Background: an optimization exercise with open tools, aiming at a short achievable clock period and few clock cycles. Do not read the settings as production practice.
No run shown here included a check of the RTL's function; only the layout flow was run.
Power and IR drop assume default switching activity.

File: flow/config.mk
export PLATFORM = sky130hd
export DESIGN_NAME = SCPU
export DESIGN_NICKNAME = SCPU
export VERILOG_FILES = /design/flow/design.v
export SDC_FILE = /design/flow/constraint.sdc
export NUM_CORES = 8
export LEC_CHECK = 0
export ABC_CLOCK_PERIOD_IN_PS = 4000
export CAP_MARGIN = 20
export CORE_MARGIN = 2
export CORE_UTILIZATION = 40
export PLACE_DENSITY = 0.6
export SETUP_SLACK_MARGIN = 5
export SLEW_MARGIN = 20
File: flow/constraint.sdc
create_clock -name core_clock -period 15.0 [get_ports {clk}]
set_input_delay 3.0000 -clock core_clock [delete_from_list [all_inputs] [get_ports {clk}]]
set_output_delay 3.0000 -clock core_clock [all_outputs]
set_load 0.01 [all_outputs]
File: flow/design.v
module Regs(
    input clk,
    input [4:0] Rs1_addr,
    input [4:0] Rs2_addr,
    input [4:0] Wt_addr,
    input [31:0] Wt_data,
    input RegWrite,
    output [31:0] Rs1_data,
    output [31:0] Rs2_data
    );
    reg [31:0] r [1:31];
    assign Rs1_data = (Rs1_addr == 5'd0) ? 32'b0 : r[Rs1_addr];
    assign Rs2_data = (Rs2_addr == 5'd0) ? 32'b0 : r[Rs2_addr];
    always @(posedge clk) begin
        if (RegWrite && Wt_addr != 5'd0)
            r[Wt_addr] <= Wt_data;
    end
endmodule
`timescale 1ns / 1ps
module SCPU(
    input clk,
    input rst,
    input [31:0] inst_in,
    input [31:0] Data_in,
    output [3:0] RAM_mask,
    output [31:0] Data_out,
    output [31:0] Addr_out,
    output        MemWrite,
    output [31:0] PC_out
    );
localparam OP_ADD  = 4'd0;
localparam OP_SUB  = 4'd1;
localparam OP_SLL  = 4'd2;
localparam OP_SLT  = 4'd3;
localparam OP_SLTU = 4'd4;
localparam OP_XOR  = 4'd5;
localparam OP_SRL  = 4'd6;
localparam OP_SRA  = 4'd7;
localparam OP_OR   = 4'd8;
localparam OP_AND  = 4'd9;
localparam OP_PASS = 4'd10;
localparam OP_LINK = 4'd11;
reg  [31:0] PC;
reg         d_valid;
reg  [31:0] d_inst, d_pc;
reg         e_valid;
reg  [31:0] e_pc, e_rs1v, e_rs2v, e_imm, e_altpc;
reg  [4:0]  e_rd;
reg  [3:0]  e_op;
reg  [2:0]  e_f3;
reg         e_we, e_load, e_store, e_br, e_jalr, e_pred, e_bimm;
reg         e_fa_m, e_fa_w, e_fb_m, e_fb_w;
reg         m_valid;
reg  [31:0] m_res;
reg  [4:0]  m_rd;
reg         m_we, m_load;
reg  [2:0]  m_f3;
reg         m_store;
reg  [31:0] m_sdata;
reg  [3:0]  m_mask;
reg  [31:0] w_res, w_din;
reg  [4:0]  w_rd;
reg         w_we, w_load;
reg  [2:0]  w_f3;
reg  [1:0]  w_a;
assign PC_out   = PC;
assign Addr_out = m_res;
assign MemWrite = m_store;
assign Data_out = m_sdata;
assign RAM_mask = m_mask;
reg [31:0] w_ld;
always @(*) begin
    case (w_f3)
        3'd0: case (w_a)
                2'd0: w_ld = {{24{w_din[7]}},  w_din[7:0]};
                2'd1: w_ld = {{24{w_din[15]}}, w_din[15:8]};
                2'd2: w_ld = {{24{w_din[23]}}, w_din[23:16]};
                default: w_ld = {{24{w_din[31]}}, w_din[31:24]};
              endcase
        3'd1: w_ld = w_a[1] ? {{16{w_din[31]}}, w_din[31:16]} : {{16{w_din[15]}}, w_din[15:0]};
        3'd4: case (w_a)
                2'd0: w_ld = {24'b0, w_din[7:0]};
                2'd1: w_ld = {24'b0, w_din[15:8]};
                2'd2: w_ld = {24'b0, w_din[23:16]};
                default: w_ld = {24'b0, w_din[31:24]};
              endcase
        3'd5: w_ld = w_a[1] ? {16'b0, w_din[31:16]} : {16'b0, w_din[15:0]};
        default: w_ld = w_din;
    endcase
end
wire [31:0] w_data = w_load ? w_ld : w_res;
wire [6:0] d_opc7 = d_inst[6:0];
wire [4:0] d_opc = d_inst[6:2];
wire [4:0] d_rs1 = d_inst[19:15];
wire [4:0] d_rs2 = d_inst[24:20];
wire [4:0] d_rd  = d_inst[11:7];
wire [2:0] d_f3  = d_inst[14:12];
wire is_lui   = d_opc == 5'b01101;
wire is_auipc = d_opc == 5'b00101;
wire is_jal   = d_opc == 5'b11011;
wire is_jalr  = d_opc == 5'b11001;
wire is_br    = d_opc == 5'b11000;
wire is_load  = d_opc == 5'b00000;
wire is_store = d_opc == 5'b01000;
wire is_opimm = d_opc == 5'b00100;
wire is_op    = d_opc == 5'b01100;
wire uses1 = is_jalr | is_br | is_load | is_store | is_opimm | is_op;
wire uses2 = is_br | is_store | is_op;
wire d_we  = (is_lui | is_auipc | is_jal | is_jalr | is_load | is_opimm | is_op) & (d_rd != 5'd0);
wire [31:0] immI = {{20{d_inst[31]}}, d_inst[31:20]};
wire [31:0] immS = {{20{d_inst[31]}}, d_inst[31:25], d_inst[11:7]};
wire [31:0] immB = {{19{d_inst[31]}}, d_inst[31], d_inst[7], d_inst[30:25], d_inst[11:8], 1'b0};
wire [31:0] immJ = {{11{d_inst[31]}}, d_inst[31], d_inst[19:12], d_inst[20], d_inst[30:21], 1'b0};
wire [31:0] immU = {d_inst[31:12], 12'b0};
wire [31:0] d_tgt = d_pc + (is_jal ? immJ : is_auipc ? immU : immB);
wire [31:0] d_pc4 = d_pc + 32'd4;
reg [3:0] d_op;
always @(*) begin
    if (is_op | is_opimm) begin
        case (d_f3)
            3'd0: d_op = (is_op & d_inst[30]) ? OP_SUB : OP_ADD;
            3'd1: d_op = OP_SLL;
            3'd2: d_op = OP_SLT;
            3'd3: d_op = OP_SLTU;
            3'd4: d_op = OP_XOR;
            3'd5: d_op = d_inst[30] ? OP_SRA : OP_SRL;
            3'd6: d_op = OP_OR;
            default: d_op = OP_AND;
        endcase
    end else if (is_lui | is_auipc | is_jal)
        d_op = OP_PASS;
    else if (is_jalr)
        d_op = OP_LINK;
    else
        d_op = OP_ADD;
end
wire [31:0] d_imm = is_lui ? immU : is_auipc ? d_tgt : is_jal ? d_pc4 : is_store ? immS : immI;
wire [31:0] rf1, rf2;
Regs U1(
    .clk(clk),
    .Rs1_addr(d_rs1),
    .Rs2_addr(d_rs2),
    .Wt_addr(w_rd),
    .Wt_data(w_data),
    .RegWrite(w_we),
    .Rs1_data(rf1),
    .Rs2_data(rf2)
);
wire [31:0] d_rs1v = (w_we && w_rd == d_rs1) ? w_data : rf1;
wire [31:0] d_rs2v = (w_we && w_rd == d_rs2) ? w_data : rf2;
wire stall = d_valid & e_valid & e_load &
             ((uses1 & e_rd == d_rs1) | (uses2 & e_rd == d_rs2));
wire d_pred = is_br & d_inst[31];
wire id_redirect = d_valid & ~stall & (is_jal | d_pred);
wire fa_m = e_valid & e_we & (e_rd == d_rs1);
wire fa_w = m_valid & m_we & (m_rd == d_rs1);
wire fb_m = e_valid & e_we & (e_rd == d_rs2);
wire fb_w = m_valid & m_we & (m_rd == d_rs2);
wire [31:0] ea = e_fa_m ? m_res : e_fa_w ? w_data : e_rs1v;
wire [31:0] eb = e_fb_m ? m_res : e_fb_w ? w_data : e_rs2v;
wire [31:0] bop = e_bimm ? e_imm : eb;
wire [31:0] sum = ea + bop;
wire [31:0] dif = ea - bop;
wire        slt  = $signed(ea) < $signed(bop);
wire        sltu = ea < bop;
reg [31:0] alu;
always @(*) begin
    case (e_op)
        OP_ADD:  alu = sum;
        OP_SUB:  alu = dif;
        OP_SLL:  alu = ea << bop[4:0];
        OP_SLT:  alu = {31'b0, slt};
        OP_SLTU: alu = {31'b0, sltu};
        OP_XOR:  alu = ea ^ bop;
        OP_SRL:  alu = ea >> bop[4:0];
        OP_SRA:  alu = $signed(ea) >>> bop[4:0];
        OP_OR:   alu = ea | bop;
        OP_AND:  alu = ea & bop;
        OP_PASS: alu = e_imm;
        default: alu = e_altpc;
    endcase
end
wire beq  = ea == eb;
wire blt  = $signed(ea) < $signed(eb);
wire bltu = ea < eb;
reg  btaken;
always @(*) begin
    case (e_f3)
        3'd0: btaken = beq;
        3'd1: btaken = ~beq;
        3'd4: btaken = blt;
        3'd5: btaken = ~blt;
        3'd6: btaken = bltu;
        default: btaken = ~bltu;
    endcase
end
wire x_redirect = e_valid & ((e_br & (btaken ^ e_pred)) | e_jalr);
wire [31:0] x_target = e_jalr ? {sum[31:1], 1'b0} : e_altpc;
wire [31:0] sdata = (e_f3[1:0] == 2'd0) ? {4{eb[7:0]}} :
                    (e_f3[1:0] == 2'd1) ? {2{eb[15:0]}} : eb;
wire [3:0]  smask = (e_f3[1:0] == 2'd0) ? (4'b0001 << sum[1:0]) :
                    (e_f3[1:0] == 2'd1) ? (sum[1] ? 4'b1100 : 4'b0011) : 4'b1111;
always @(posedge clk or posedge rst) begin
    if (rst) begin
        PC      <= 32'b0;
        d_valid <= 1'b0;
        e_valid <= 1'b0;
        m_valid <= 1'b0;
        m_store <= 1'b0;
        m_we    <= 1'b0;
        w_we    <= 1'b0;
    end else begin
        if (x_redirect) begin
            PC      <= x_target;
            d_valid <= 1'b0;
        end else if (stall) begin
            PC      <= PC;
        end else if (id_redirect) begin
            PC      <= d_tgt;
            d_valid <= 1'b0;
        end else begin
            PC      <= PC + 32'd4;
            d_valid <= 1'b1;
        end
        e_valid <= d_valid & ~stall & ~x_redirect;
        m_valid <= e_valid;
        m_we    <= e_valid & e_we;
        m_store <= e_valid & e_store;
        w_we    <= m_we;
    end
end
always @(posedge clk) begin
    if (!stall) begin
        d_inst <= inst_in;
        d_pc   <= PC;
    end
    e_pc    <= d_pc;
    e_rs1v  <= d_rs1v;
    e_rs2v  <= d_rs2v;
    e_imm   <= d_imm;
    e_altpc <= (is_br & ~d_inst[31]) ? d_tgt : d_pc4;
    e_rd    <= d_rd;
    e_op    <= d_op;
    e_f3    <= d_f3;
    e_we    <= d_we;
    e_load  <= is_load;
    e_store <= is_store;
    e_br    <= is_br;
    e_jalr  <= is_jalr;
    e_pred  <= d_pred;
    e_bimm  <= ~(is_op | is_br);
    e_fa_m  <= fa_m;
    e_fa_w  <= fa_w;
    e_fb_m  <= fb_m;
    e_fb_w  <= fb_w;
    m_res   <= alu;
    m_rd    <= e_rd;
    m_load  <= e_load;
    m_f3    <= e_f3;
    m_sdata <= sdata;
    m_mask  <= smask;
    w_res   <= m_res;
    w_din   <= Data_in;
    w_rd    <= m_rd;
    w_load  <= m_load;
    w_f3    <= m_f3;
    w_a     <= m_res[1:0];
end
endmodule
File: flow/run.sh
#!/bin/bash
# synth_recipe.tcl (not shown) runs the flow's synth.tcl, then flattens the netlist and writes it again
# the make line also repeats each setting of config.mk as NAME=value (left out here)
make -C /OpenROAD-flow-scripts/flow DESIGN_CONFIG=/design/flow/config.mk WORK_HOME=/design/flow/orfs CLKGATE_MAP_FILE= SYNTH_SCRIPT=/design/flow/synth_recipe.tcl finish
==> metrics.csv, run 1 <==
stage;metric;value;unit
pwr;Pwr Density;149;nW/um^2
placed_design;IO Port Bufs;164;
final_layout;most frequent cells in the layout;edfxtp_1 (1054), mux4_2 (553), nor2_1 (413);
worst_setup_path;Crit Path Class;reg -> reg;
synth;Post-Synth XOR/XNOR Area;1.61;%
die;row count;158;
die;Die Y-Extent;435;microns
die;Die Footprint;189000;sq um
die;# IOs;167;
die;CORE AREA;185000;sq um
final_layout;final net count;5985;
sta;final setup fails;0;
cts;cts bufs inserted;152;
placed_design;Placed Cells;8077;
synth;Async SR Flop Fraction;2.71;%
synth;Synth area leaders;edfxtp_1 (43%), mux4_2 (17%), dfxtp_1 (8.4%);
sta;fin crit share;56.5;%
worst_setup_path;R2R cell count;17;
worst_setup_path;Critical Path, Cell by Cell;nor2b_1 -> a32oi_1 -> o211ai_1 -> and2_1 -> inv_1 -> a221o_1 -> ha_1 -> nand2b_1 -> o311a_1 -> o31ai_1 -> a31oi_1 -> o31ai_1 -> a211o_1 -> xnor2_1 -> a22o_1 -> nor4_1 -> o22ai_1;
worst_setup_path;Worst EP arrival;9100;ps
grt;met2 global-route usage;47.2;%
worst_setup_path;Worst R2R End;m_res[30];
worst_hold_path;Hold Crit Start;m_f3[1];
sta;Tmin final;8480;ps
synth;Synth cell types;101;
final_layout;commonest non-fill, non-tap cell in the layout;edfxtp_1;
placed_design;placed cell area;78800;sq um
worst_setup_path;CP Data Required Time;15630;ps
synth;Seq cells post-synth;1403;
worst_setup_path;RR Startpoint;w_res[1];
final_layout;layout cells sized above 1;18.3;%
synth;Cells after Synth;5698;
grt;met3 usage;6.45;%
final_layout;non-filler cells, final;8377;
sta;relative slew slack;21.2;%
placed_design;RD Place Congestion;1.04;
cts;register clock-pin slew on the reported worst setup and hold paths;60;ps
synth;area leader, netlist;edfxtp_1;
synth;register area share after synthesis;52.3;%
die;Die Wd;435;microns
die;Starting Density;40.1;%
worst_hold_path;Worst Hold Depth;0;
grt;first-pass GRT wire length;396;mm
synth;largest family of logic cells by synthesized area;multiplexers;
route;Post-DRT Antenna Nets;0;
job;Max Cap Viol;0;
sta;Hold Fails Final Rpt;0;
worst_setup_path;CP Max Fanout;32;
placed_design;DP HPWL;191;mm
worst_setup_path;max incr delay on CP;830;ps
final_layout;Area Overhead vs Synth;13.5;%
sta;setup_tns;0;ps
final_layout;Fill cells;16363;
worst_setup_path;crit-path most repeated cell;o31ai_1;
synth;synthesized area;74200;sq um
sta;RSZ-0062 raised after global routing;false;
worst_setup_path;crit path launch type;flip-flop;
sta;Max Slew Vio Count;0;
synth;Synth Area in Adders;2.80;%
cts;H-Tree Depth;4;
synth;top_reg_cell synth;edfxtp_1;
route;vias per cell;6.44;
sta;Fin Hold WS;328;ps
grt;antenna violations before repair;18;
synth;yosys warns;2;
sta;Clock Skew;79.8;ps
grt;largest net degree at the start of global routing;78;
grt;GR Overflow Total;0;
worst_setup_path;family with the most delay on the worst path;compound AO/OA/AOI/OAI gates;
synth;Post-synth EDFFs;1054;
route;DR iter-0 viols;6649;
cts;root buf cell;clkbuf_16;
cts;post-cts resize count;0;
worst_setup_path;CP Buf/Inv Count;1;
cts;Post-CTS Repair Setup Buffers;0;
worst_hold_path;Min-Delay Path Class;reg -> reg;
final_layout;post-route design area;84200;sq um
grt;Total GRT Usage;29.8;%
route;drt drc;0;
sta;Peak Freq;0.118;GHz
route;Pre-antenna DRT Iters;6;
cts;total clock sinks;1403;
sta;Worst Tran Pin Value;1180;ps
run_status;status;timing/DRC/antenna clean;
synth;Synth top area share;42.7;%
synth;simple-gate share of the synthesized area;7.06;%
route;WL final;285;mm
synth;post-synthesis compound-gate area fraction;12.3;%
cts;clock latency (worst-skew pair);850;ps
grt;most crowded layer after global routing;met2;
route;WL/cell;34.0;microns
cts;Bufs on Longest Clock Path;3;
pwr;Lkg Pwr;0.0291;uW
worst_hold_path;Worst Hold Path EP;w_f3[1];
synth;post-synth net total;5928;
cts;Post-CTS Hold Buffers;0;
synth;average size of a mapped cell;13.0;sq um
grt;met1 global-route usage;36.2;%
pwr;maximum vdd ir drop;0.113;mV
worst_setup_path;Reg2Reg Setup Slack;6520;ps
grt;number of global-route vias before repair;52150;
worst_setup_path;slowest CP cell;dfxtp_1;
synth;mux cell area share after synthesis;20.8;%
worst_setup_path;CP endpoint kind;flip-flop;
route;DR vias;53912;
cts;CTS tree;built;
==> flip-flops by register name (all words and copies together) (netlist names), 3 cells and up, named ones only <==
name     flops
PC          32
m_mask       4
w_f3         3
e_rd         5
d_pc        32
e_altpc     32
m_res       32
w_res       31
e_rs2v      32
e_rs1v      32
m_f3         3
e_imm       32
d_inst      30
w_din       32
e_f3         3
e_op         4
m_sdata     32
m_rd         5
U1.r       992
w_rd         5
==> worst reg2reg max path, cell delays in order, from the launching register on <==
cell	delay, ps
dfxtp_1	830
nor2b_1	820
a32oi_1	220
o211ai_1	400
and2_1	300
inv_1	420
a221o_1	660
ha_1	540
nand2b_1	200
o311a_1	430
o31ai_1	680
a31oi_1	410
o31ai_1	750
a211o_1	240
xnor2_1	190
a22o_1	270
nor4_1	670
o22ai_1	230
==> stage by stage <==
stage	util (%)	worst slack [ps]	power [uW]
3_5_place_dp	42.6	6810	8590
4_1_cts	45.5	6760	12500
2_1_floorplan	-	9620	7020
6_report	45.5	6520	12500
5_1_grt	45.5	6440	12900
3_3_place_gp	42.6	6930	8570
==> final cells by class <==
type	instances	area [sq um]	share of cell area [%]
Tap cell	2480	3100	3.69
Clock buffer	198	4140	4.92
Antenna cell	12	30.0	0.0357
Inverter	180	677	0.804
Timing Repair Buffer	316	2860	3.39
Clock inverter	86	1090	1.30
Multi-Input combinational cell	3702	33400	39.7
Sequential cell	1403	38900	46.2
==> worst max path at each step <==
stage / from / endpoint / slack [ps] / cells after the start
CTS: w_res[1] / PC[31] / 6760 / 19
floorplan: w_load / m_res[25] / 9620 / 24
global placement: w_res[1] / PC[31] / 6930 / 19
global route: w_res[1] / m_res[30] / 6440 / 17
finish: w_res[1] / m_res[30] / 6520 / 17
detailed placement: w_res[1] / PC[31] / 6810 / 19
==> layer usage <==
metal	part of all wire (%)	vias up
met5	0.019	-
met4	8.3	8
met3	9.1	796
met2	47	3083
met1	36	27431
li1	-	22594
==> cell families after synthesis <==
| kind of cell | count (synthesis) |
|---|---|
| AO/OA/AOI/OAI | 1384 |
| AND/OR/NAND/NOR | 1168 |
| buffers and inverters | 593 |
| XOR/XNOR | 136 |
| multiplexers | 850 |
| adder cells (fa/ha/maj) | 164 |
| flip-flops | 1403 |
==> where the power goes <==
part	internal [uW]	leakage, uW	switching (uW)
clock network	2210	0.00253	1680
registers	4830	0.0127	534
logic	1120	0.0139	2160
total	8160	0.0291	4370
==> Yosys cell counts, types with 112 or more instances <==
| master | count |
|---|---|
| a211oi_1 | 126 |
| a21oi_1 | 391 |
| clkbuf_1 | 287 |
| dfxtp_1 | 311 |
| edfxtp_1 | 1054 |
| ha_1 | 161 |
| inv_1 | 172 |
| mux2i_1 | 271 |
| mux4_2 | 553 |
| nand2_1 | 331 |
| nor2_1 | 448 |
| o21ai_0 | 240 |
| o22ai_1 | 112 |
==> run 2, diff against run 1 <==
==> flow/flow/run.sh (new file) <==
#!/bin/bash
# Standard ORFS flow; timing repair aims for slack MARGIN ns beyond the clock period
set -euo pipefail
MARGIN=${MARGIN:-11}
bash standard.sh SETUP_SLACK_MARGIN=$MARGIN finish > flow_make.log 2>&1
==> flow/standard.sh (new file) <==
#!/bin/bash
# synth_recipe.tcl (not shown) runs the flow's synth.tcl, then flattens the netlist and writes it again
# the make line also repeats each setting of config.mk as NAME=value (left out here)
make -C /OpenROAD-flow-scripts/flow DESIGN_CONFIG=/design/flow/config.mk WORK_HOME=/design/flow/orfs CLKGATE_MAP_FILE= SYNTH_SCRIPT=/design/flow/synth_recipe.tcl "${@:-finish}"
removed: flow/run.sh
==> run 2 against run 1 <==
Net effect:
- die area unchanged
- register-to-register slack better by 3100 ps
- first-iteration DRC count increased by 12%
- critical endpoint is now m_res[17]
- clock power fell by 3%
- wire length up 9.0%
- highest routed layer is now met4
- setup slack better by 3100 ps
- sequential power barely moved
- area after synthesis did not move
- hold slack hardly changed
- sequential share of layout area shrank 3.9 points
- core utilization grew 4.5 points
- largest power group unchanged
==> metrics.csv, run 2 <==
stage;metric;value;unit;change
run_status;status;timing/DRC/antenna clean;;
grt;GR Overflow Total;0;;unchanged
sta;Clock Skew;59.1;ps;-20.6 ps
sta;Peak Freq;0.184;GHz;+56%
grt;met3 usage;8.15;%;+1.7 points
sta;relative slew slack;18.6;%;-2.6 points
synth;top_reg_cell synth;edfxtp_1;;
worst_setup_path;RR Startpoint;w_res[1];;
cts;root buf cell;clkbuf_16;;
route;WL/cell;35.2;microns;+3.4%
worst_setup_path;Crit Path Class;reg -> reg;;
worst_setup_path;CP Data Required Time;15680;ps;+50 ps
pwr;Pwr Density;148;nW/um^2;-0.35%
grt;most crowded layer after global routing;met2;;
worst_setup_path;CP Buf/Inv Count;4;;+3
final_layout;layout cells sized above 1;35.3;%;+17 points
cts;CTS tree;built;;
sta;setup_tns;0;ps;unchanged
synth;Post-Synth XOR/XNOR Area;1.61;%;unchanged
synth;Synth Area in Adders;2.80;%;unchanged
die;Die Y-Extent;435;microns;unchanged
synth;yosys warns;2;;unchanged
route;DR vias;57202;;+6.1%
worst_setup_path;slowest CP cell;mux4_2;;
worst_setup_path;R2R cell count;18;;+1
synth;most instantiated library cell after synthesis;edfxtp_1;;
sta;Worst Tran Pin Value;1210;ps;+30.5 ps
grt;met1 global-route usage;39.5;%;+3.3 points
sta;fin crit share;36.1;%;-20 points
sta;final setup margin;9580;ps;+3060 ps
synth;commonest cells in the netlist;edfxtp_1 (1054), mux4_2 (553), nor2_1 (448);;
worst_hold_path;Worst Hold Depth;0;;unchanged
cts;clock latency (worst-skew pair);820;ps;-30 ps
synth;largest family of logic cells by synthesized area;multiplexers;;
synth;area leader, netlist;edfxtp_1;;
pwr;Lkg Pwr;0.0323;uW;+11%
synth;Synth area leaders;edfxtp_1 (43%), mux4_2 (17%), dfxtp_1 (8.4%);;
pwr;maximum vdd ir drop;0.122;mV;+7.4%
synth;Synth cell types;101;;unchanged
worst_setup_path;family with the most delay on the worst path;compound AO/OA/AOI/OAI gates;;
route;Post-DRT Antenna Nets;0;;unchanged
final_layout;Reg with most FFs;U1.r;;
synth;Synth top area share;42.7;%;unchanged
final_layout;final net count;6450;;+7.8%
synth;Seq cells post-synth;1403;;unchanged
die;row count;158;;unchanged
sta;Fin Hold WS;328;ps;-0.190 ps
grt;largest net degree at the start of global routing;129;;+65%
route;WL final;311;mm;+9.0%
worst_setup_path;Critical Path, Cell by Cell;mux4_2 -> nand2b_1 -> a41o_2 -> clkinvlp_4 -> a21oi_4 -> inv_1 -> ha_4 -> inv_1 -> o211a_1 -> nor4b_4 -> a21oi_2 -> o41a_1 -> buf_4 -> a221oi_2 -> a21oi_2 -> a211oi_2 -> nand3_2 -> o32a_1;;
die;Starting Density;40.1;%;unchanged
final_layout;Core Util, Final;50.0;%;+4.5 points
worst_setup_path;CP endpoint kind;flip-flop;;
sta;Max Slew Vio Count;0;;unchanged
sta;RSZ-0062 raised after global routing;true;;
die;# IOs;167;;unchanged
final_layout;most frequent cells in the layout;edfxtp_1 (1054), mux4_2 (553), buf_4 (460);;
final_layout;max reg flops;992;;unchanged
die;Die Footprint;189000;sq um;unchanged
synth;register area share after synthesis;52.3;%;unchanged
synth;simple-gate share of the synthesized area;7.06;%;unchanged
job;Max Cap Viol;0;;unchanged
cts;total clock sinks;1403;;unchanged
worst_hold_path;Hold Crit Start;m_f3[1];;
cts;register clock-pin slew on the reported worst setup and hold paths;60;ps;about the same
synth;Cells after Synth;5698;;unchanged
placed_design;DP HPWL;191;mm;-0.42%
cts;cts bufs inserted;155;;+2.0%
placed_design;RD Place Congestion;1.03;;-1.2%
placed_design;Setup Slack @ Placement;7480;ps;+668 ps
grt;number of global-route vias before repair;56071;;+7.5%
route;drt drc;0;;unchanged
worst_setup_path;Reg2Reg Setup Slack;9580;ps;+3060 ps
worst_setup_path;Worst R2R End;m_res[17];;
grt;Total GRT Usage;32.5;%;+2.7 points
sta;final setup fails;0;;unchanged
synth;Async SR Flop Fraction;2.71;%;unchanged
worst_setup_path;Worst EP arrival;6100;ps;-3000 ps
grt;antenna violations before repair;10;;-8
synth;average size of a mapped cell;13.0;sq um;unchanged
sta;Tmin final;5420;ps;-3060 ps
worst_hold_path;Min-Delay Path Class;reg -> reg;;
route;vias per cell;6.48;;+0.61%
worst_setup_path;max incr delay on CP;570;ps;-260 ps
final_layout;commonest non-fill, non-tap cell in the layout;edfxtp_1;;
grt;first-pass GRT wire length;430;mm;+8.5%
die;CORE AREA;185000;sq um;unchanged
sta;Hold Fails Final Rpt;0;;unchanged
synth;post-synthesis compound-gate area fraction;12.3;%;unchanged
synth;synthesized area;74200;sq um;unchanged
route;DR iter-0 viols;7424;;+12%
cts;Post-CTS Hold Buffers;0;;unchanged
synth;mux cell area share after synthesis;20.8;%;unchanged
synth;post-synth net total;5928;;unchanged
cts;Bufs on Longest Clock Path;3;;unchanged
worst_setup_path;cell depth of the worst setup path;18;;+1
grt;met2 global-route usage;50.1;%;+2.9 points
worst_setup_path;CP Max Fanout;7;;-78%
synth;Post-synth EDFFs;1054;;unchanged
final_layout;Area Overhead vs Synth;24.7;%;
worst_hold_path;Worst Hold Path EP;w_f3[1];;
cts;H-Tree Depth;4;;unchanged
placed_design;IO Port Bufs;164;;unchanged
die;Die Wd;435;microns;unchanged
route;Pre-antenna DRT Iters;12;;+6
worst_setup_path;crit path launch type;flip-flop;;
==> run 2: power by group <==
group / leakage [uW] / internal [uW] / switching [uW] / total (uW)
clock network: 0.00242 / 2130 / 1650 / 3790
logic: 0.0172 / 1800 / 2790 / 4590
registers: 0.0126 / 4860 / 484 / 5350
total: 0.0323 / 8800 / 4930 / 13700
==> run 2: per-stage QoR <==
step | instances | power [uW] | area, sq um
3_5_place_dp | 8075 | 8660 | 79300
2_1_floorplan | 5698 | 7090 | 74800
4_1_cts | 8741 | 13300 | 90500
6_report | 8834 | 13700 | 92500
5_1_grt | 8825 | 14100 | 92400
3_3_place_gp | 8075 | 8640 | 79300
==> run 2: how the worst max path moves through the flow <==
stage,start,endpoint,slack (ps)
2_1_floorplan,w_res[1],PC[9],10020
3_3_place_gp,w_load,m_res[30],7510
3_5_place_dp,w_load,m_res[30],7480
4_1_cts,w_res[1],m_res[27],9830
5_1_grt,w_res[1],PC[16],9530
6_report,w_res[1],m_res[17],9580
==> run 2: per-layer routing <==
layer	up-vias	part of all wire [%]
li1	23557	-
met1	28873	35
met2	3740	45
met3	1032	11
met4	0	9.1
met5	-	0
==> run 2: repair_timing <==
item                                     CTS  global route
gates resized for setup                 1193           278
cloned                                    39             1
pin swaps                                193           156
endpoints found under the hold margin      0             0
endpoints found under the setup margin   247           199
buffers inserted                         345            83
==> run 2: layout make-up <==
class / instances / area (sq um)
multi-input cells: 3709 / 37100
flip-flops and latches: 1403 / 39100
fillers: 15708 / 92400
clock buffers: 207 / 4220
diodes: 9 / 22.5
repair buffers: 749 / 7170
inverters: 180 / 863
clock inverters: 75 / 777
repair inverters: 22 / 129
well taps: 2480 / 3100
==> run 2: worst register-to-register path, cell delays in order, from the launching register on <==
cell and delay, ps:
dfxtp_4 400, mux4_2 580, nand2b_1 110, a41o_2 290, clkinvlp_4 170, a21oi_4 350, inv_1 350, ha_4 470
inv_1 130, o211a_1 200, nor4b_4 350, a21oi_2 110, o41a_1 450, buf_4 190, a221oi_2 240, a21oi_2 110
a211oi_2 270, nand3_2 160, o32a_1 370
==> run 2: kinds of logic (layout without fill, tap and decap cells) <==
logic type / after synthesis / in the layout
adder cells (fa/ha/maj): 164 / 164
multiplexers: 850 / 850
AND/OR/NAND/NOR: 1168 / 1174
AO/OA/AOI/OAI: 1384 / 1385
XOR/XNOR: 136 / 136
buffers and inverters: 593 / 1233
flip-flops: 1403 / 1403
other: 0 / 9
==> run 3, diff against run 2 <==
--- a/flow/design.v
+++ b/flow/design.v
@@ -46,3 +46,3 @@
 reg         e_valid;
-reg  [31:0] e_pc, e_rs1v, e_rs2v, e_imm, e_altpc;
+reg  [31:0] e_rs1v, e_rs2v, e_imm, e_altpc;
 reg  [4:0]  e_rd;
@@ -60,7 +60,5 @@
 reg  [3:0]  m_mask;
-reg  [31:0] w_res, w_din;
+reg  [31:0] w_val;
 reg  [4:0]  w_rd;
-reg         w_we, w_load;
-reg  [2:0]  w_f3;
-reg  [1:0]  w_a;
+reg         w_we;
 assign PC_out   = PC;
@@ -70,23 +68,23 @@
 assign RAM_mask = m_mask;
-reg [31:0] w_ld;
-always @(*) begin
-    case (w_f3)
-        3'd0: case (w_a)
-                2'd0: w_ld = {{24{w_din[7]}},  w_din[7:0]};
-                2'd1: w_ld = {{24{w_din[15]}}, w_din[15:8]};
-                2'd2: w_ld = {{24{w_din[23]}}, w_din[23:16]};
-                default: w_ld = {{24{w_din[31]}}, w_din[31:24]};
+reg [31:0] m_ld;
+always @(*) begin
+    case (m_f3)
+        3'd0: case (m_res[1:0])
+                2'd0: m_ld = {{24{Data_in[7]}},  Data_in[7:0]};
+                2'd1: m_ld = {{24{Data_in[15]}}, Data_in[15:8]};
+                2'd2: m_ld = {{24{Data_in[23]}}, Data_in[23:16]};
+                default: m_ld = {{24{Data_in[31]}}, Data_in[31:24]};
               endcase
-        3'd1: w_ld = w_a[1] ? {{16{w_din[31]}}, w_din[31:16]} : {{16{w_din[15]}}, w_din[15:0]};
-        3'd4: case (w_a)
-                2'd0: w_ld = {24'b0, w_din[7:0]};
-                2'd1: w_ld = {24'b0, w_din[15:8]};
-                2'd2: w_ld = {24'b0, w_din[23:16]};
-                default: w_ld = {24'b0, w_din[31:24]};
+        3'd1: m_ld = m_res[1] ? {{16{Data_in[31]}}, Data_in[31:16]} : {{16{Data_in[15]}}, Data_in[15:0]};
+        3'd4: case (m_res[1:0])
+                2'd0: m_ld = {24'b0, Data_in[7:0]};
+                2'd1: m_ld = {24'b0, Data_in[15:8]};
+                2'd2: m_ld = {24'b0, Data_in[23:16]};
+                default: m_ld = {24'b0, Data_in[31:24]};
               endcase
-        3'd5: w_ld = w_a[1] ? {16'b0, w_din[31:16]} : {16'b0, w_din[15:0]};
-        default: w_ld = w_din;
+        3'd5: m_ld = m_res[1] ? {16'b0, Data_in[31:16]} : {16'b0, Data_in[15:0]};
+        default: m_ld = Data_in;
     endcase
 end
-wire [31:0] w_data = w_load ? w_ld : w_res;
+wire [31:0] w_data = w_val;
 wire [6:0] d_opc7 = d_inst[6:0];
@@ -236,3 +234,2 @@
     end
-    e_pc    <= d_pc;
     e_rs1v  <= d_rs1v;
@@ -261,8 +258,4 @@
     m_mask  <= smask;
-    w_res   <= m_res;
-    w_din   <= Data_in;
+    w_val   <= m_load ? m_ld : m_res;
     w_rd    <= m_rd;
-    w_load  <= m_load;
-    w_f3    <= m_f3;
-    w_a     <= m_res[1:0];
 end
==> run 3 against run 2 <==
Net effect:
- combinational power fell by 8.9%
- register-to-register slack gained 930 ps
- critical path type unchanged
- area after synthesis is 1.3% lower
- synthesized cell count shrank 1.4%
- via count decreased by 3.8%
- clock-buffer cell count down 15
==> metrics.csv, run 3 <==
stage;metric;value;unit;change
sta;Hold Fails Final Rpt;0;;unchanged
grt;met3 usage;6.51;%;-1.6 points
sta;RSZ-0062 raised after global routing;true;;
worst_setup_path;R2R cell count;20;;+2
die;CORE AREA;182000;sq um;-1.3%
cts;root buf cell;clkbuf_16;;
die;# IOs;167;;unchanged
sta;Tmin final;4490;ps;-927 ps
pwr;maximum vdd ir drop;0.106;mV;-13%
synth;post-synth net total;5847;;-1.4%
cts;cts bufs inserted;148;;-4.5%
worst_setup_path;CP Max Fanout;6;;-1
pwr;fraction of power spent switching nets;35.8;%;-0.075 points
grt;antenna violations before repair;20;;+10
pwr;clock power share;27.1;%;-0.5 points
synth;post-synthesis compound-gate area fraction;10.7;%;-1.5 points
pwr;Lkg Pwr;0.0314;uW;-2.9%
worst_setup_path;CP endpoint kind;flip-flop;;
synth;largest family of logic cells by synthesized area;multiplexers;;
cts;clock latency (worst-skew pair);830;ps;about the same
placed_design;DP HPWL;183;mm;-4.2%
synth;Synth top area share;43.2;%;+0.55 points
final_layout;Reg with most FFs;U1.r;;
run_status;status;timing/DRC/antenna clean;;
placed_design;RD Place Congestion;0.998;;-3.2%
die;Starting Density;40.1;%;about the same
placed_design;IO Port Bufs;164;;unchanged
worst_hold_path;Worst Hold Path EP;m_load;;
die;Die Footprint;187000;sq um;-1.3%
cts;register clock-pin slew on the reported worst setup and hold paths;60;ps;about the same
synth;Async SR Flop Fraction;2.78;%;+0.071 points
synth;commonest cells in the netlist;edfxtp_1 (1054), mux4_2 (562), nand2_1 (448);;
synth;Cells after Synth;5617;;-1.4%
sta;Max Slew Vio Count;0;;unchanged
route;WL final;296;mm;-4.7%
final_layout;final net count;6307;;-2.2%
synth;Synth cell types;90;;-11%
cts;CTS tree;built;;
synth;most instantiated library cell after synthesis;edfxtp_1;;
worst_hold_path;Hold Crit Start;e_load;;
grt;GR Overflow Total;0;;unchanged
synth;yosys warns;2;;unchanged
synth;Post-Synth XOR/XNOR Area;1.94;%;+0.33 points
pwr;Net Sw Power;4730;uW;-3.9%
worst_hold_path;Min-Delay Path Class;reg -> reg;;
sta;fin crit share;30.0;%;-6.2 points
synth;simple-gate share of the synthesized area;7.17;%;+0.11 points
cts;H-Tree Depth;4;;unchanged
pwr;Int Power;8480;uW;-3.6%
sta;Clock Skew;59.4;ps;+0.297 ps
grt;number of global-route vias before repair;53209;;-5.1%
final_layout;most frequent cells in the layout;edfxtp_1 (1054), mux4_2 (562), nand2_1 (432);;
synth;mux cell area share after synthesis;22.3;%;+1.5 points
sta;final setup fails;0;;unchanged
sta;Worst Tran Pin Value;970;ps;-243 ps
final_layout;max reg flops;992;;unchanged
cts;Bufs on Longest Clock Path;3;;unchanged
route;DR iter-0 viols;6542;;-12%
synth;average size of a mapped cell;13.0;sq um;+0.15%
grt;Total GRT Usage;31.1;%;-1.4 points
route;WL/cell;34.5;microns;-2.0%
grt;largest net degree at the start of global routing;145;;+12%
pwr;sequential power share;41.3;%;+2.4 points
synth;synthesized area;73200;sq um;-1.3%
cts;total clock sinks;1367;;-2.6%
synth;Synth area leaders;edfxtp_1 (43%), mux4_2 (17%), dfxtp_1 (7.5%);;
worst_setup_path;Crit Path Class;reg -> reg;;
synth;top_reg_cell synth;edfxtp_1;;
sta;relative slew slack;33.5;%;+15 points
pwr;combinational share of power;31.6;%;-1.9 points
final_layout;commonest non-fill, non-tap cell in the layout;edfxtp_1;;
synth;Seq cells post-synth;1367;;-2.6%
worst_setup_path;RR Startpoint;e_fa_w;;
grt;first-pass GRT wire length;408;mm;-5.0%
route;DR vias;55026;;-3.8%
worst_setup_path;CP Data Required Time;15670;ps;about the same
route;drt drc;0;;unchanged
grt;most crowded layer after global routing;met2;;
worst_setup_path;crit path launch type;flip-flop;;
synth;Post-synth EDFFs;1054;;unchanged
worst_hold_path;Worst Hold Depth;0;;unchanged
job;Max Cap Viol;0;;unchanged
cts;Post-CTS Hold Buffers;0;;unchanged
final_layout;layout cells sized above 1;33.6;%;-1.6 points
sta;setup_tns;0;ps;unchanged
pwr;Power, Total;13200;uW;-3.7%
die;Die Y-Extent;432;microns;-0.63%
synth;area leader, netlist;edfxtp_1;;
die;Die Wd;432;microns;-0.63%
grt;met1 global-route usage;37.5;%;-2.0 points
route;Post-DRT Antenna Nets;0;;unchanged
die;row count;157;;-0.63%
synth;register area share after synthesis;52.0;%;-0.31 points
worst_setup_path;Worst R2R End;PC[5];;
route;Pre-antenna DRT Iters;6;;-6
final_layout;Area Overhead vs Synth;23.0;%;
route;vias per cell;6.41;;-1.1%
pwr;Pwr Density;147;nW/um^2;-1.2%
sta;Fin Hold WS;372;ps;+44.4 ps
sta;Peak Freq;0.222;GHz;+21%
worst_setup_path;Worst EP arrival;5170;ps;-930 ps
synth;Synth Area in Adders;2.83;%;+0.036 points
worst_setup_path;Reg2Reg Setup Slack;10510;ps;+930 ps
grt;met2 global-route usage;49.7;%;-0.43 points
-- run 3: metrics by stage --
stage | util [%] | setup WS [ps] | std cells | instance area (sq um)
global route | 49.4 | 10400 | 8583 | 90100
global placement | 42.7 | 8640 | 7917 | 77900
floorplan | - | 10740 | 5617 | 73400
detailed placement | 42.7 | 8640 | 7917 | 77900
finish | 49.4 | 10510 | 8591 | 90100
CTS | 48.2 | 10520 | 8492 | 88000
-- run 3: critical path, stage by stage (launching register included) --
cell      delay (ps)
dfxtp_4          360
buf_12           130
buf_16           130
buf_12           150
buf_6            130
mux2i_4          240
o21ai_2           90
buf_6            150
ha_4             260
nand4_1          150
buf_4            180
nor4_4           310
a211oi_2         130
or4_4            550
a211o_4          390
nand3_4          210
buf_6            140
buf_8            110
buf_12           100
nand2_8           70
a221o_1          320
-- run 3: kinds of logic (layout without fill, tap and decap cells) --
| logic type | Yosys count | in the layout |
|---|---|---|
| flops | 1367 | 1367 |
| buf+inv | 550 | 1122 |
| compound gates | 1243 | 1244 |
| other cells | 0 | 9 |
| simple gates | 1206 | 1213 |
| fa+ha+maj | 164 | 164 |
| xor+xnor | 162 | 162 |
| mux | 925 | 925 |
-- run 3: repair_timing --
action                     in CTS  in global routing
hold endpoints to repair        0                  0
cloned                         23                  3
resized for setup            1150                288
setup buffers                 282                 86
pin swaps                     113                146
setup endpoints to repair     289                249
-- run 3: how the worst max path moves through the flow --
stage                            from    endpoint  slack [ps]  cells after the start
after floorplan           Data_in[15]   w_val[10]       10740                      7
after global placement         e_fb_w   m_res[30]        8640                     17
after detailed placement       e_fb_w   m_res[30]        8640                     17
after CTS                      PC[30]  PC_out[30]       10520                      1
after global routing           e_fa_w       PC[5]       10400                     22
final                          e_fa_w       PC[5]       10510                     20
-- run 3: cell type report --
class,count,area (sq um)
fillers,15630,92400
flip-flops and latches,1367,38400
multi-input cells,3708,36300
repair buffers,707,7050
clock buffers,192,3980
well taps,2385,2980
clock inverters,78,736
inverters,145,643
diodes,9,22.5
-- run 3: power by group through the flow --
stage               combinational, uW  clock (uW)  sequential, uW
floorplan                        1710           0            5260
global placement                 3000           0            5530
detailed placement               3000           0            5540
CTS                              3750        3620            5430
global route                     4330        3770            5490
finish                           4180        3580            5450
-- run 3: layer usage --
layer  up-vias  wire length (microns)
met5         -                     61
met2      3196                 137000
met1     27974                 104000
li1      22910                      -
met4         8                  27100
met3       938                  27900

[static timing again, ports no longer ideal]
How much do the figures lean on ideal ports? The routed layouts below were timed once more, with nothing changed but the port constraints. Step 1 assumes that a clkbuf_16 drives the clock port and a buf_2 every other input. Step 2 moves the port delays by t, midway between the first and last clock arrival at a register: inputs arrive t later, outputs are due t later. That takes back most of the time a late clock gives input paths. a / b / c = ideal ports / drivers / drivers and shift; a / b = the first two.
run	t (ns)	setup WS [ns]	hold slack, ns	worst setup path at the end	cell pins on the clock port's net
run 1	0.889	6.523 / 6.523 / 6.523	0.328 / 0.328 / 0.328	register to register	1
run 2	0.871	9.578 / 9.578 / 9.578	0.328 / 0.328 / 0.328	register to register	1
run 3	0.883	10.505 / 10.461 / 10.081	0.372 / 0.372 / 0.372	input to register	1
After both steps every run listed still meets setup and hold. The setup slack of run 3, which loses most, moves by -0.044 ns with the drivers and by -0.424 ns with both steps.
